What follows belongs to an exercise in optimizing a design on an open flow for small area, a short achievable clock period and few clock cycles; a production flow would make more cautious choices. At most, simulation tests tie the RTL to the original design; equivalence was not proved. The flow treats the clock pin as an ideal source. Dropping or thinning the clock tree relies on that and would not hold on a real chip. Power figures rest on the tool's default switching activity, not on a simulated workload.

==> module fifo_axi, before the edit <==
module fifo_axi #(
    parameter DATA_WIDTH = 32,   
    parameter ADDR_WIDTH = 4     
)(
    input  wire                  clk,
    input  wire                  rst_n,
    input  wire [DATA_WIDTH-1:0] din,       
    input  wire                  hold,      
    input  wire                  push,      
    output reg                   full,
    output wire [DATA_WIDTH-1:0] dout,      
    input  wire                  pop,
    output reg                   empty
);
  localparam DEPTH = (1 << ADDR_WIDTH);
  reg [DATA_WIDTH-1:0] fifo_mem [0:DEPTH-1];
  reg [DEPTH-1:0] tail;    
  reg [DEPTH-1:0] head;    
  wire do_push = push && !full;
  wire do_pop  = pop && !empty;
  wire [DEPTH-1:0] tail_nxt = {tail[DEPTH-2:0], tail[DEPTH-1]};
  wire [DEPTH-1:0] head_nxt = {head[DEPTH-2:0], head[DEPTH-1]};
  wire one_left = |(head_nxt & tail);
  wire one_free = |(tail_nxt & head);
  reg [DATA_WIDTH-1:0] rd_or;
  integer i;
  always @(*) begin
    rd_or = {DATA_WIDTH{1'b0}};
    for (i = 0; i < DEPTH; i = i + 1)
      rd_or = rd_or | ({DATA_WIDTH{head[i]}} & fifo_mem[i]);
  end
  assign dout = rd_or;
  genvar g;
  generate
    for (g = 0; g < DEPTH; g = g + 1) begin : g_row
      always @(posedge clk) begin
        if (tail[g] && !hold && !full)
          fifo_mem[g] <= din;
      end
    end
  endgenerate
  always @(posedge clk) begin
    if (!rst_n) begin
      tail  <= {{(DEPTH-1){1'b0}}, 1'b1};
      head  <= {{(DEPTH-1){1'b0}}, 1'b1};
      full  <= 1'b0;
      empty <= 1'b1;
    end else begin
      if (do_push) tail <= tail_nxt;
      if (do_pop)  head <= head_nxt;
      if (do_push && !do_pop) begin
        empty <= 1'b0;
        full  <= one_free;
      end else if (do_pop && !do_push) begin
        full  <= 1'b0;
        empty <= one_left;
      end
    end
  end
endmodule
==> module axi_pcie_fifo_accel, before the edit <==
module axi_pcie_fifo_accel #(
    parameter DATA_WIDTH  = 32,
    parameter ADDR_WIDTH  = 4,
    parameter ADDR_LSB    = 2       
)(
    input  wire         s_axi_aclk,
    input  wire         s_axi_aresetn,
    input  wire [31:0]  s_axi_awaddr,
    input  wire         s_axi_awvalid,
    output reg          s_axi_awready,
    input  wire [31:0]  s_axi_wdata,
    input  wire [3:0]   s_axi_wstrb,
    input  wire         s_axi_wvalid,
    output reg          s_axi_wready,
    output wire [1:0]   s_axi_bresp,
    output reg          s_axi_bvalid,
    input  wire         s_axi_bready,
    input  wire [31:0]  s_axi_araddr,
    input  wire         s_axi_arvalid,
    output reg          s_axi_arready,
    output reg  [31:0]  s_axi_rdata,
    output wire [1:0]   s_axi_rresp,
    output reg          s_axi_rvalid,
    input  wire         s_axi_rready
);
  assign s_axi_bresp = 2'b00;
  assign s_axi_rresp = 2'b00;
  wire fifo_full;
  wire fifo_empty;
  wire [DATA_WIDTH-1:0] fifo_dout;
  reg aw_pend;      
  reg aw_push;      
  reg w_pend;       
  reg b_two;        
  wire aw_hs   = s_axi_awvalid && s_axi_awready;
  wire w_hs    = s_axi_wvalid && s_axi_wready;
  wire aw_have = aw_hs || aw_pend;
  wire w_have  = w_hs || w_pend;
  wire wr_done = aw_have && w_have;
  wire is_push = aw_hs ? (s_axi_awaddr[ADDR_LSB+1:ADDR_LSB] == 2'b00) : aw_push;
  wire b_hs    = s_axi_bvalid && s_axi_bready;
  wire aw_pend_n = aw_have && !w_have;
  wire w_pend_n  = w_have && !aw_have;
  wire b_one_n   = wr_done || (s_axi_bvalid && !b_hs) || b_two;
  wire b_two_n   = wr_done ? (s_axi_bvalid && !b_hs) || b_two : (b_two && !b_hs);
  always @(posedge s_axi_aclk) begin
    if (!s_axi_aresetn) begin
      aw_pend       <= 1'b0;
      w_pend        <= 1'b0;
      b_two         <= 1'b0;
      s_axi_bvalid  <= 1'b0;
      s_axi_awready <= 1'b1;
      s_axi_wready  <= 1'b1;
    end else begin
      aw_pend       <= aw_pend_n;
      w_pend        <= w_pend_n;
      s_axi_bvalid  <= b_one_n;
      b_two         <= b_two_n;
      s_axi_awready <= !aw_pend_n && !b_two_n;
      s_axi_wready  <= !w_pend_n && !b_two_n;
    end
  end
  always @(posedge s_axi_aclk) begin
    if (aw_hs) aw_push <= is_push;
  end
  reg       skid_v;    
  reg [1:0] skid_t;
  wire ar_hs  = s_axi_arvalid && s_axi_arready;
  wire r_free = !s_axi_rvalid || s_axi_rready;
  wire r_load = r_free && (skid_v || ar_hs);
  wire [1:0] r_t = skid_v ? skid_t : s_axi_araddr[ADDR_LSB+1:ADDR_LSB];
  wire t_pop  = (r_t == 2'b01);
  wire t_stat = (r_t == 2'b10);
  wire fifo_pop = r_load && t_pop;
  wire skid_v_n = skid_v ? !r_free : (ar_hs && !r_free);
  always @(posedge s_axi_aclk) begin
    if (!s_axi_aresetn) begin
      s_axi_rvalid  <= 1'b0;
      s_axi_arready <= 1'b1;
      skid_v        <= 1'b0;
    end else begin
      s_axi_rvalid  <= r_load || !r_free;
      s_axi_arready <= !skid_v_n;
      skid_v        <= skid_v_n;
    end
  end
  always @(posedge s_axi_aclk) begin
    if (ar_hs) skid_t <= s_axi_araddr[ADDR_LSB+1:ADDR_LSB];
  end
  wire sel_head = t_pop && !fifo_empty;
  wire sel_dead = t_pop && fifo_empty;
  wire [31:0] r_val = ({32{sel_head}} & fifo_dout)
                    | ({32{sel_dead}} & 32'hDEAD_DEAD)
                    | {30'd0, t_stat && fifo_full, t_stat && fifo_empty};
  always @(posedge s_axi_aclk) begin
    if (r_load) s_axi_rdata <= r_val;
  end
  fifo_axi #(
      .DATA_WIDTH(DATA_WIDTH),
      .ADDR_WIDTH(ADDR_WIDTH)
  ) fifo_inst (
      .clk(s_axi_aclk),
      .rst_n(s_axi_aresetn),
      .din(s_axi_wdata),
      .hold(w_pend),
      .push(wr_done && is_push),
      .full(fifo_full),
      .dout(fifo_dout),
      .pop(fifo_pop),
      .empty(fifo_empty)
  );
endmodule
Settings: LEC_CHECK=0, CAP_MARGIN=20, CORE_MARGIN=2, CORE_UTILIZATION=40, CTS_CLUSTER_DIAMETER=80, CTS_CLUSTER_SIZE=30, PLACE_DENSITY=0.6, SETUP_SLACK_MARGIN=0.8, SLEW_MARGIN=20, BUFFER_PORTS_ARGS=-buffer_cell sky130_fd_sc_hd__buf_2; clock period 2.8 ns.
standard.sh (not shown) runs the stock make flow with config.mk's settings and CLKGATE_MAP_FILE= SYNTH_SCRIPT=/design/flow/synth_recipe.tcl, a recipe that flattens the netlist after the stock synthesis.
==> flow/flow/run.sh <==
#!/bin/bash
# Standard layout, with the port buffers made from plain buffers.
set -o pipefail
echo 'export BUFFER_PORTS_ARGS = -buffer_cell sky130_fd_sc_hd__buf_2' >> config.mk
bash standard.sh > standard.log 2>&1
The baseline completed with no timing, DRC or antenna violations.
Testbench counts at the start, summed over its fixed seeds: cycles 5,881.
Next try:
--- a/flow/design.v
+++ b/flow/design.v
@@ -41,21 +41,19 @@
   endgenerate
   always @(posedge clk) begin
     if (!rst_n) begin
       tail  <= {{(DEPTH-1){1'b0}}, 1'b1};
-      head  <= {{(DEPTH-1){1'b0}}, 1'b1};
+      head  <= {DEPTH{1'b0}};
       full  <= 1'b0;
       empty <= 1'b1;
     end else begin
       if (do_push) tail <= tail_nxt;
-      if (do_pop)  head <= head_nxt;
-      if (do_push && !do_pop) begin
-        empty <= 1'b0;
-        full  <= one_free;
-      end else if (do_pop && !do_push) begin
-        full  <= 1'b0;
-        empty <= one_left;
-      end
+      if (do_push && empty)
+        head <= tail;
+      else if (do_pop)
+        head <= (one_left && !do_push) ? {DEPTH{1'b0}} : head_nxt;
+      full  <= (full && !do_pop) || (do_push && !do_pop && one_free);
+      empty <= (empty && !do_push) || (do_pop && !do_push && one_left);
     end
   end
 endmodule
 module axi_pcie_fifo_accel #(
@@ -96,9 +94,10 @@
   wire w_hs    = s_axi_wvalid && s_axi_wready;
   wire aw_have = aw_hs || aw_pend;
   wire w_have  = w_hs || w_pend;
   wire wr_done = aw_have && w_have;
-  wire is_push = aw_hs ? (s_axi_awaddr[ADDR_LSB+1:ADDR_LSB] == 2'b00) : aw_push;
+  wire aw_is0  = (s_axi_awaddr[ADDR_LSB+1:ADDR_LSB] == 2'b00);
+  wire push    = (aw_hs && aw_is0 && w_have) || (aw_pend && aw_push && w_hs);
   wire b_hs    = s_axi_bvalid && s_axi_bready;
   wire aw_pend_n = aw_have && !w_have;
   wire w_pend_n  = w_have && !aw_have;
   wire b_one_n   = wr_done || (s_axi_bvalid && !b_hs) || b_two;
@@ -120,19 +119,21 @@
       s_axi_wready  <= !w_pend_n && !b_two_n;
     end
   end
   always @(posedge s_axi_aclk) begin
-    if (aw_hs) aw_push <= is_push;
-  end
-  reg       skid_v;    
-  reg [1:0] skid_t;
+    if (aw_hs) aw_push <= aw_is0;
+  end
+  reg skid_v;      
+  reg skid_pop;    
+  reg skid_stat;   
   wire ar_hs  = s_axi_arvalid && s_axi_arready;
+  wire ar_pop  = (s_axi_araddr[ADDR_LSB+1:ADDR_LSB] == 2'b01);
+  wire ar_stat = (s_axi_araddr[ADDR_LSB+1:ADDR_LSB] == 2'b10);
   wire r_free = !s_axi_rvalid || s_axi_rready;
   wire r_load = r_free && (skid_v || ar_hs);
-  wire [1:0] r_t = skid_v ? skid_t : s_axi_araddr[ADDR_LSB+1:ADDR_LSB];
-  wire t_pop  = (r_t == 2'b01);
-  wire t_stat = (r_t == 2'b10);
-  wire fifo_pop = r_load && t_pop;
+  wire t_pop  = skid_v ? skid_pop : ar_pop;
+  wire t_stat = skid_v ? skid_stat : ar_stat;
+  wire fifo_pop = r_free && (skid_v ? skid_pop : (ar_hs && ar_pop));
   wire skid_v_n = skid_v ? !r_free : (ar_hs && !r_free);
   always @(posedge s_axi_aclk) begin
     if (!s_axi_aresetn) begin
       s_axi_rvalid  <= 1'b0;
@@ -144,15 +145,16 @@
       skid_v        <= skid_v_n;
     end
   end
   always @(posedge s_axi_aclk) begin
-    if (ar_hs) skid_t <= s_axi_araddr[ADDR_LSB+1:ADDR_LSB];
-  end
-  wire sel_head = t_pop && !fifo_empty;
-  wire sel_dead = t_pop && fifo_empty;
-  wire [31:0] r_val = ({32{sel_head}} & fifo_dout)
-                    | ({32{sel_dead}} & 32'hDEAD_DEAD)
-                    | {30'd0, t_stat && fifo_full, t_stat && fifo_empty};
+    if (ar_hs) begin
+      skid_pop  <= ar_pop;
+      skid_stat <= ar_stat;
+    end
+  end
+  wire [31:0] pop_val = fifo_dout | ({32{fifo_empty}} & 32'hDEAD_DEAD);
+  wire [31:0] r_val = t_pop ? pop_val
+                            : {30'd0, t_stat && fifo_full, t_stat && fifo_empty};
   always @(posedge s_axi_aclk) begin
     if (r_load) s_axi_rdata <= r_val;
   end
   fifo_axi #(
@@ -162,9 +164,9 @@
       .clk(s_axi_aclk),
       .rst_n(s_axi_aresetn),
       .din(s_axi_wdata),
       .hold(w_pend),
-      .push(wr_done && is_push),
+      .push(push),
       .full(fifo_full),
       .dout(fifo_dout),
       .pop(fifo_pop),
       .empty(fifo_empty)
Result: Synthesized cell count falls by 0.51%. Via count goes up by 3.7%. Routed wire length went up by 4.4%. Fmax fell by 1.8%. Final area went up by 2.4%. Non-clock buffer count grows by 46. Setup slack loses 0.035 ns.
No functional check of the RTL was part of the second run of this note.

========
== the previous run ==
Another version of the RTL of accelerator_mod (not shown whole).
For scale: roughly 1300 cells after synthesis, roughly 600 flip-flops, roughly 150 I/O pins, roughly 22000 µm² of cells after synthesis.
==> module fifo_axi, before the edit <==
module fifo_axi #(
    parameter DATA_WIDTH = 32,   
    parameter ADDR_WIDTH = 4     
)(
    input  wire                  clk,
    input  wire                  rst_n,
    input  wire [DATA_WIDTH-1:0] din,       
    input  wire                  hold,      
    input  wire                  push,      
    output reg                   full,
    output wire [DATA_WIDTH-1:0] dout_lo,   
    output wire [DATA_WIDTH-1:0] dout_hi,   
    input  wire                  pop,       
    output reg                   empty,
    output wire                  full_nx,
    output wire                  empty_nx
);
  localparam DEPTH = (1 << ADDR_WIDTH);
  reg [DATA_WIDTH-1:0] fifo_mem [0:DEPTH-1];
  reg [DEPTH-1:0] tail;    
  reg [DEPTH-1:0] head;    
  reg one_left;            
  reg one_free;            
  wire [DEPTH-1:0] tail_nxt  = {tail[DEPTH-2:0], tail[DEPTH-1]};
  wire [DEPTH-1:0] head_nxt  = {head[DEPTH-2:0], head[DEPTH-1]};
  wire [DEPTH-1:0] head_nxt2 = {head[DEPTH-3:0], head[DEPTH-1:DEPTH-2]};
  wire [DEPTH-1:0] tail_nxt2 = {tail[DEPTH-3:0], tail[DEPTH-1:DEPTH-2]};
  wire two_left = |(head_nxt2 & tail);
  wire two_free = |(tail_nxt2 & head);
  wire [DEPTH-1:0] head_push = empty ? tail : head;
  wire [DEPTH-1:0] head_pop  = one_left ? {DEPTH{1'b0}} : head_nxt;
  wire [DATA_WIDTH-1:0] pair_n [0:DEPTH/2-1];
  genvar g;
  generate
    for (g = 0; g < DEPTH/2; g = g + 1) begin : g_pair
      fifo_aoi22 #(.W(DATA_WIDTH)) u_aoi (
          .a(fifo_mem[2*g]), .sa(head[2*g]),
          .b(fifo_mem[2*g+1]), .sb(head[2*g+1]),
          .y(pair_n[g]));
    end
  endgenerate
  fifo_nand4 #(.W(DATA_WIDTH)) u_lo (
      .a(pair_n[0]), .b(pair_n[1]), .c(pair_n[2]), .d(pair_n[3]), .y(dout_lo));
  fifo_nand4 #(.W(DATA_WIDTH)) u_hi (
      .a(pair_n[4]), .b(pair_n[5]), .c(pair_n[6]), .d(pair_n[7]), .y(dout_hi));
  generate
    for (g = 0; g < DEPTH; g = g + 1) begin : g_row
      always @(posedge clk) begin
        if (tail[g] && !hold && !full)
          fifo_mem[g] <= din;
      end
    end
  endgenerate
  assign full_nx  = rst_n && (push ? one_free : (!pop && full));
  assign empty_nx = !rst_n || (push ? 1'b0 : (pop ? one_left : empty));
  always @(posedge clk) begin
    full  <= full_nx;
    empty <= empty_nx;
  end
  always @(posedge clk) begin
    if (!rst_n) begin
      tail     <= {{(DEPTH-1){1'b0}}, 1'b1};
      head     <= {DEPTH{1'b0}};
      one_left <= 1'b0;
      one_free <= 1'b0;
    end else if (push) begin
      tail     <= tail_nxt;
      head     <= head_push;
      one_left <= empty;
      one_free <= two_free;
    end else if (pop) begin
      head     <= head_pop;
      one_free <= full;
      one_left <= two_left;
    end
  end
endmodule
clock: 2.8 ns
lec_check: 0
cap_margin: 20
core_margin: 2
core_utilization: 60
place_density: 0.7
setup_slack_margin: 1.1
slew_margin: 20
synth_hierarchical: 1
buffer_ports_args: -buffer_cell sky130_fd_sc_hd__buf_2
pre_cts_tcl: /design/flow/flow/pre_cts.tcl
==> flow/flow/run.sh <==
#!/bin/bash
# Standard layout, with plain buffers on the ports and a two-level clock tree
# (flow/mycts.tcl) in place of TritonCTS.
set -o pipefail
here=$(pwd)
echo 'export BUFFER_PORTS_ARGS = -buffer_cell sky130_fd_sc_hd__buf_2' >> config.mk
echo "export PRE_CTS_TCL = $here/flow/pre_cts.tcl" >> config.mk
bash standard.sh > standard.log 2>&1
Other scripts of this flow, unchanged in this note and not shown: flow/flow/mycts.tcl, flow/flow/pre_cts.tcl
Testbench counts of the previous run, summed over its fixed seeds: cycles 5,881.
The inputs of the current run differ from those of the previous run as listed below.
diff --git a/flow/design.v b/flow/design.v
--- a/flow/design.v
+++ b/flow/design.v
@@ -19,14 +19,11 @@
   reg [DATA_WIDTH-1:0] fifo_mem [0:DEPTH-1];
   reg [DEPTH-1:0] tail;    
   reg [DEPTH-1:0] head;    
-  reg one_left;            
-  reg one_free;            
+  reg [DEPTH:0]   cnt;     
+  wire one_left = cnt[1];
+  wire one_free = cnt[DEPTH-1];
   wire [DEPTH-1:0] tail_nxt  = {tail[DEPTH-2:0], tail[DEPTH-1]};
   wire [DEPTH-1:0] head_nxt  = {head[DEPTH-2:0], head[DEPTH-1]};
-  wire [DEPTH-1:0] head_nxt2 = {head[DEPTH-3:0], head[DEPTH-1:DEPTH-2]};
-  wire [DEPTH-1:0] tail_nxt2 = {tail[DEPTH-3:0], tail[DEPTH-1:DEPTH-2]};
-  wire two_left = |(head_nxt2 & tail);
-  wire two_free = |(tail_nxt2 & head);
   wire [DEPTH-1:0] head_push = empty ? tail : head;
   wire [DEPTH-1:0] head_pop  = one_left ? {DEPTH{1'b0}} : head_nxt;
   wire [DATA_WIDTH-1:0] pair_n [0:DEPTH/2-1];
@@ -51,27 +48,26 @@
       end
     end
   endgenerate
-  assign full_nx  = rst_n && (push ? one_free : (!pop && full));
-  assign empty_nx = !rst_n || (push ? 1'b0 : (pop ? one_left : empty));
+  wire [DEPTH:0] cnt_nx = !rst_n ? {{DEPTH{1'b0}}, 1'b1}
+                       : push   ? {cnt[DEPTH-1:0], 1'b0}
+                       : pop    ? {1'b0, cnt[DEPTH:1]}
+                       : cnt;
+  assign full_nx  = cnt_nx[DEPTH];
+  assign empty_nx = cnt_nx[0];
   always @(posedge clk) begin
+    cnt   <= cnt_nx;
     full  <= full_nx;
     empty <= empty_nx;
   end
   always @(posedge clk) begin
     if (!rst_n) begin
-      tail     <= {{(DEPTH-1){1'b0}}, 1'b1};
-      head     <= {DEPTH{1'b0}};
-      one_left <= 1'b0;
-      one_free <= 1'b0;
+      tail <= {{(DEPTH-1){1'b0}}, 1'b1};
+      head <= {DEPTH{1'b0}};
     end else if (push) begin
-      tail     <= tail_nxt;
-      head     <= head_push;
-      one_left <= empty;
-      one_free <= two_free;
+      tail <= tail_nxt;
+      head <= head_push;
     end else if (pop) begin
-      head     <= head_pop;
-      one_free <= full;
-      one_left <= two_left;
+      head <= head_pop;
     end
   end
 endmodule
==> run notes <==
The current run vs the previous run on worst setup margin: the current run is the lower one.
Comparing the current run and the previous run, slew of the pin with the lowest slew margin is higher on the current run.
Per the comparison of the current run with the previous run, fmax shrank by 0.021 GHz; number of cells in the design after placement grew by 57; path length in cells of the critical path grew by 1.
The previous run → the current run: sequential share of layout area shrank by 1.4 points, pin count of the biggest net entering global routing rose by 38%.
Diff the previous run -> the current run | routed wire length | up by a few percent
The current run: clock skew 12 ps below the previous run
Cmp the current run vs the previous run: complex-gate fraction of the synthesized area lower in the current run
Static leakage, the current run and the previous run: larger value in the current run
The RTL of the current run was laid out without a check of its function. In every run of this note, the design's own scripts or RTL, not TritonCTS, make the clock network.

[port drivers added, routing unchanged]
In the flow no input, the clock included, has a driving cell. The finished layouts below were timed again as built, in two steps.
Step 1, drivers: a clkbuf_16 drives pcie_clk and a buf_2 each remaining input, both assumed.
Step 2 times the ports against the registers' clock, not the clock port: input delays grow and output delays shrink by t, the midpoint of the rising clock arrivals with the driver on.
Slacks: no drivers / after step 1 / after step 2; pairs: no drivers / after step 1.
run | t (ns) | slack for setup (ns) | hold WS [ns]
the first run of note 1 | 0.644 | 0.854 / 0.854 / 0.487 | 0.171 / 0.138 / 0.522
the second run of note 1 | 0.659 | 0.819 / 0.819 / 0.508 | 0.216 / 0.179 / 0.474
the previous run | 0.464 | 1.146 / 1.146 / 0.774 | 0.478 / 0.437 / 0.478
the current run | 0.464 | 1.087 / 1.096 / 0.721 | 0.473 / 0.390 / 0.473
After both steps setup and hold are still met in every run listed. For the previous run, which loses most, drivers alone change the setup slack by 0.000 ns; drivers and shift together by -0.372 ns.
